This design comes from an exercise in tuning for small area, a short achievable clock period and few clock cycles per item on the open sky130 flow, not from production work.
In this exercise RTL edits were held to simulation tests only and were not proved equivalent to the original.
Power and IR drop assume default switching activity.

Design itch_decoder_top, start of the top module:
module itch_decoder_top (
    input  logic          clk,
    input  logic          rst_n,
    input  logic [511:0]  s_axis_tdata,
    input  logic [7:0]    s_axis_tkeep,
    input  logic          s_axis_tlast,
    input  logic [95:0]   s_axis_tuser,
    input  logic          s_axis_tvalid,
    output logic          s_axis_tready,
    output logic [63:0]   dec_ingress_ts,
    output logic [63:0]   dec_decode_ts,
    output logic [31:0]   dec_seq_num,
    output logic [7:0]    dec_msg_type,
    output logic [63:0]   dec_symbol_key,
    output logic [9:0]    dec_symbol_idx,
    output logic          dec_symbol_valid,
    output logic          dec_side,
    output logic [31:0]   dec_price,
    output logic [31:0]   dec_qty,
    output logic [63:0]   dec_order_id,
    output logic          dec_is_book_update,
    output logic          dec_stale,
    output logic [3:0]    dec_error_flags,
    output logic          decoded_valid,
    input  logic          decoded_ready,
    output logic [63:0]   sym_lookup_key,
    output logic          sym_lookup_valid,
    input  logic [9:0]    sym_lookup_idx,
    input  logic          sym_lookup_hit,
    input  logic          sym_lookup_ready,
    output logic [31:0]   stat_add_orders,
    output logic [31:0]   stat_executes,
    output logic [31:0]   stat_cancels,
    output logic [31:0]   stat_deletes,
    output logic [31:0]   stat_replaces,
    output logic [31:0]   stat_trades,
    output logic [31:0]   stat_unknown
);
==> flow/config.mk <==
export PLATFORM = sky130hd
export DESIGN_NAME = itch_decoder_top
export DESIGN_NICKNAME = itch_decoder_top
export VERILOG_FILES = /design/flow/design.v
export SDC_FILE = /design/flow/constraint.sdc
export NUM_CORES = 4
export LEC_CHECK = 0
export CAP_MARGIN = 20
export CORE_AREA = 5 5 221 221
export CTS_CLUSTER_DIAMETER = 90
export CTS_CLUSTER_SIZE = 27
export DIE_AREA = 0 0 226 226
export SETUP_SLACK_MARGIN = 1.3
export SLEW_MARGIN = 20
==> flow/constraint.sdc <==
create_clock -name core_clock -period 3.3 [get_ports {clk}]
set_input_delay 0.6600 -clock core_clock [delete_from_list [all_inputs] [get_ports {clk}]]
set_output_delay 0.6600 -clock core_clock [all_outputs]
set_load 0.01 [all_outputs]
standard.sh (not shown) runs the stock make flow with config.mk's settings and CLKGATE_MAP_FILE= SYNTH_SCRIPT=/design/flow/synth_recipe.tcl, a recipe that flattens the netlist after the stock synthesis.
==> flow/flow/run.sh <==
#!/bin/bash
# Own layout flow: the standard flow (standard.sh) with these changes:
#  - port buffers are buf_1 cells instead of the delay buffer buffer_ports picks by default
#    (every port still gets its own buffer);
#  - pins may sit one routing track apart, so the die can be much smaller than the pin count
#    would otherwise allow; the clock pin is placed alone mid-left (pins_pre.tcl).
# Each ORFS step logs to orfs/logs/...; standard.sh's own output goes to standard.log.
set -euo pipefail
here=$(pwd)
half=$(awk '/^export DIE_AREA/ {print ($5 + $7) / 2}' config.mk)
export BUFFER_PORTS_ARGS="-buffer_cell sky130_fd_sc_hd__buf_1"
export PLACE_PINS_ARGS="-min_distance 1 -min_distance_in_tracks -corner_avoidance 15 -exclude left:$(( ${half%.*} - 8 ))-$(( ${half%.*} + 8 ))"
export PRE_IO_PLACEMENT_TCL="$here/flow/pins_pre.tcl"
echo "PLACE_PINS_ARGS=$PLACE_PINS_ARGS" > run.log
bash standard.sh > standard.log 2>&1
==> flow/flow/pins_pre.tcl <==
# Put the clock pin alone in the middle of the left edge; place_pins keeps the
# stretch around it free (see PLACE_PINS_ARGS in run.sh), so no other pin sits
# one track from it.
set die [ord::get_die_area]
set ymid [expr {([lindex $die 1] + [lindex $die 3]) / 2.0}]
place_pin -pin_name clk -layer met3 -location [list 0.4 $ymid] -force_to_die_boundary
The first run went through all stages and came out clean.
Testbench counts at the start, summed over its fixed seeds: cycles 17,920, items 16,000.
==> next run, changes <==
--- a/flow/design.v
+++ b/flow/design.v
@@ -239,15 +239,15 @@
             in_qty = {s_axis_tdata[160 +: 8], s_axis_tdata[168 +: 8], s_axis_tdata[176 +: 8], s_axis_tdata[184 +: 8]};
     end
     assign in_price = sel_u ?
         {s_axis_tdata[248 +: 8], s_axis_tdata[256 +: 8], s_axis_tdata[264 +: 8], s_axis_tdata[272 +: 8]} :
         {s_axis_tdata[256 +: 8], s_axis_tdata[264 +: 8], s_axis_tdata[272 +: 8], s_axis_tdata[280 +: 8]};
     assign in_side = (s_axis_tdata[152 +: 8] != 8'h42);
-    logic        emit_r, look_r, full_r;
+    logic        emit_r, look_r, empty_r;
     logic        look_i;
-    logic        pass_r, pass2_r;
+    logic        pass_r;
     logic        load;         
     logic        take_i;       
     logic [47:0] r_ts;
     logic [31:0] r_seq;
     logic [7:0]  r_type;
     logic        r_stale;
@@ -273,42 +273,39 @@
             8'h50:        in_cls = 7'b0100000;
             default:      in_cls = 7'b1000000;
         endcase
     end
     assign in_needs_lk = (in_type == 8'h41) || (in_type == 8'h46) || (in_type == 8'h50) || in_r;
     assign decoded_valid = emit_r || (look_r && sym_lookup_ready);
-    assign s_axis_tready = (!full_r || decoded_ready) && (!look_r || sym_lookup_ready);
+    assign s_axis_tready = empty_r || (decoded_ready && (!look_r || sym_lookup_ready));
     assign take_i = decoded_ready && (!look_i || sym_lookup_ready);
-    assign load   = !full_r || take_i;
+    assign load   = empty_r || take_i;
     always_ff @(posedge clk or negedge rst_n) begin
         if (!rst_n) begin
             emit_r  <= 1'b0;
             look_r  <= 1'b0;
-            full_r  <= 1'b0;
+            empty_r <= 1'b1;
         end else if (s_axis_tready) begin
             emit_r  <= s_axis_tvalid && !in_needs_lk;
             look_r  <= s_axis_tvalid && in_needs_lk;
-            full_r  <= s_axis_tvalid;
+            empty_r <= !s_axis_tvalid;
         end else if (look_r && sym_lookup_ready) begin
             emit_r  <= 1'b1;
             look_r  <= 1'b0;
         end
     end
     always_ff @(posedge clk or negedge rst_n) begin
         if (!rst_n) begin
-            look_i  <= 1'b0;
-            pass_r  <= 1'b0;     
-            pass2_r <= 1'b0;
+            look_i <= 1'b0;
+            pass_r <= 1'b0;      
         end else if (load) begin
-            look_i  <= in_needs_lk;
-            pass_r  <= 1'b1;
-            pass2_r <= 1'b1;
+            look_i <= in_needs_lk;
+            pass_r <= 1'b1;
         end else if (sym_lookup_ready) begin
-            look_i  <= 1'b0;
-            pass_r  <= 1'b0;
-            if (look_i) pass2_r <= 1'b0;
+            look_i <= 1'b0;
+            pass_r <= 1'b0;
         end
     end
     always_ff @(posedge clk) begin
         if (load) begin
             r_ts       <= s_axis_tuser[47:0];
             r_seq      <= s_axis_tuser[95:64];
@@ -339,13 +336,13 @@
         decoded_msg                = '0;
         decoded_msg.ingress_ts     = {16'h0, r_ts};
         decoded_msg.decode_ts      = '0;
         decoded_msg.seq_num        = r_seq;
         decoded_msg.msg_type       = t2t_pkg::itch_msg_type_e'(r_type);
         decoded_msg.symbol_key     = r_symbol;
-        decoded_msg.symbol_idx     = r_idx | {sym_lookup_idx[9:5] & {5{pass2_r}}, sym_lookup_idx[4:0] & {5{pass_r}}};
+        decoded_msg.symbol_idx     = r_idx | (sym_lookup_idx & {10{pass_r}});
         decoded_msg.symbol_valid   = r_hit | (sym_lookup_hit & pass_r);
         decoded_msg.side           = t2t_pkg::side_e'(r_side);
         decoded_msg.price          = r_price;
         decoded_msg.qty            = r_qty;
         decoded_msg.order_id       = r_order_id;
         decoded_msg.is_book_update = r_book;
After rerunning:
- total power came out higher by 2.2%
- sequential power came out higher by about 0.9%
- sequential share of layout area drops by 0.22 points
- die area stays the same
- cell count shrinks by 0.37%
- setup slack got worse by 0.020 ns
- non-clock buffer count does not change
- final area is about the same
Testbench counts after the change, summed over its fixed seeds: cycles 17,920, items 16,000.

-- afterwards: timing with drivers on the ports --
Ports are ideal in the flow. The routed layouts listed here were re-timed in OpenROAD.
Step 1 (the two cells are an assumption about what drives the block):
set clk [get_ports {clk}]
set_driving_cell -lib_cell sky130_fd_sc_hd__clkbuf_16 $clk
set_driving_cell -lib_cell sky130_fd_sc_hd__buf_2 [delete_from_list [all_inputs] $clk]
Step 2 times the ports against the registers' clock, not the clock port: input delays grow and output delays shrink by t, the midpoint of the rising clock arrivals with the driver on.
Three values: ideal ports, drivers, drivers and shift; two values: the first two.
run | shift t [ns] | setup WS [ns] | worst register clock-pin slew, ns
the first run | 0.637 | 1.192 / 1.148 / 0.712 | 0.12 / 0.12
the second run | 0.629 | 1.172 / 1.130 / 0.707 | 0.11 / 0.11
After both steps every run listed still meets setup and hold. For the first run, which loses most, drivers alone change the setup slack by -0.044 ns; drivers and shift together by -0.480 ns.
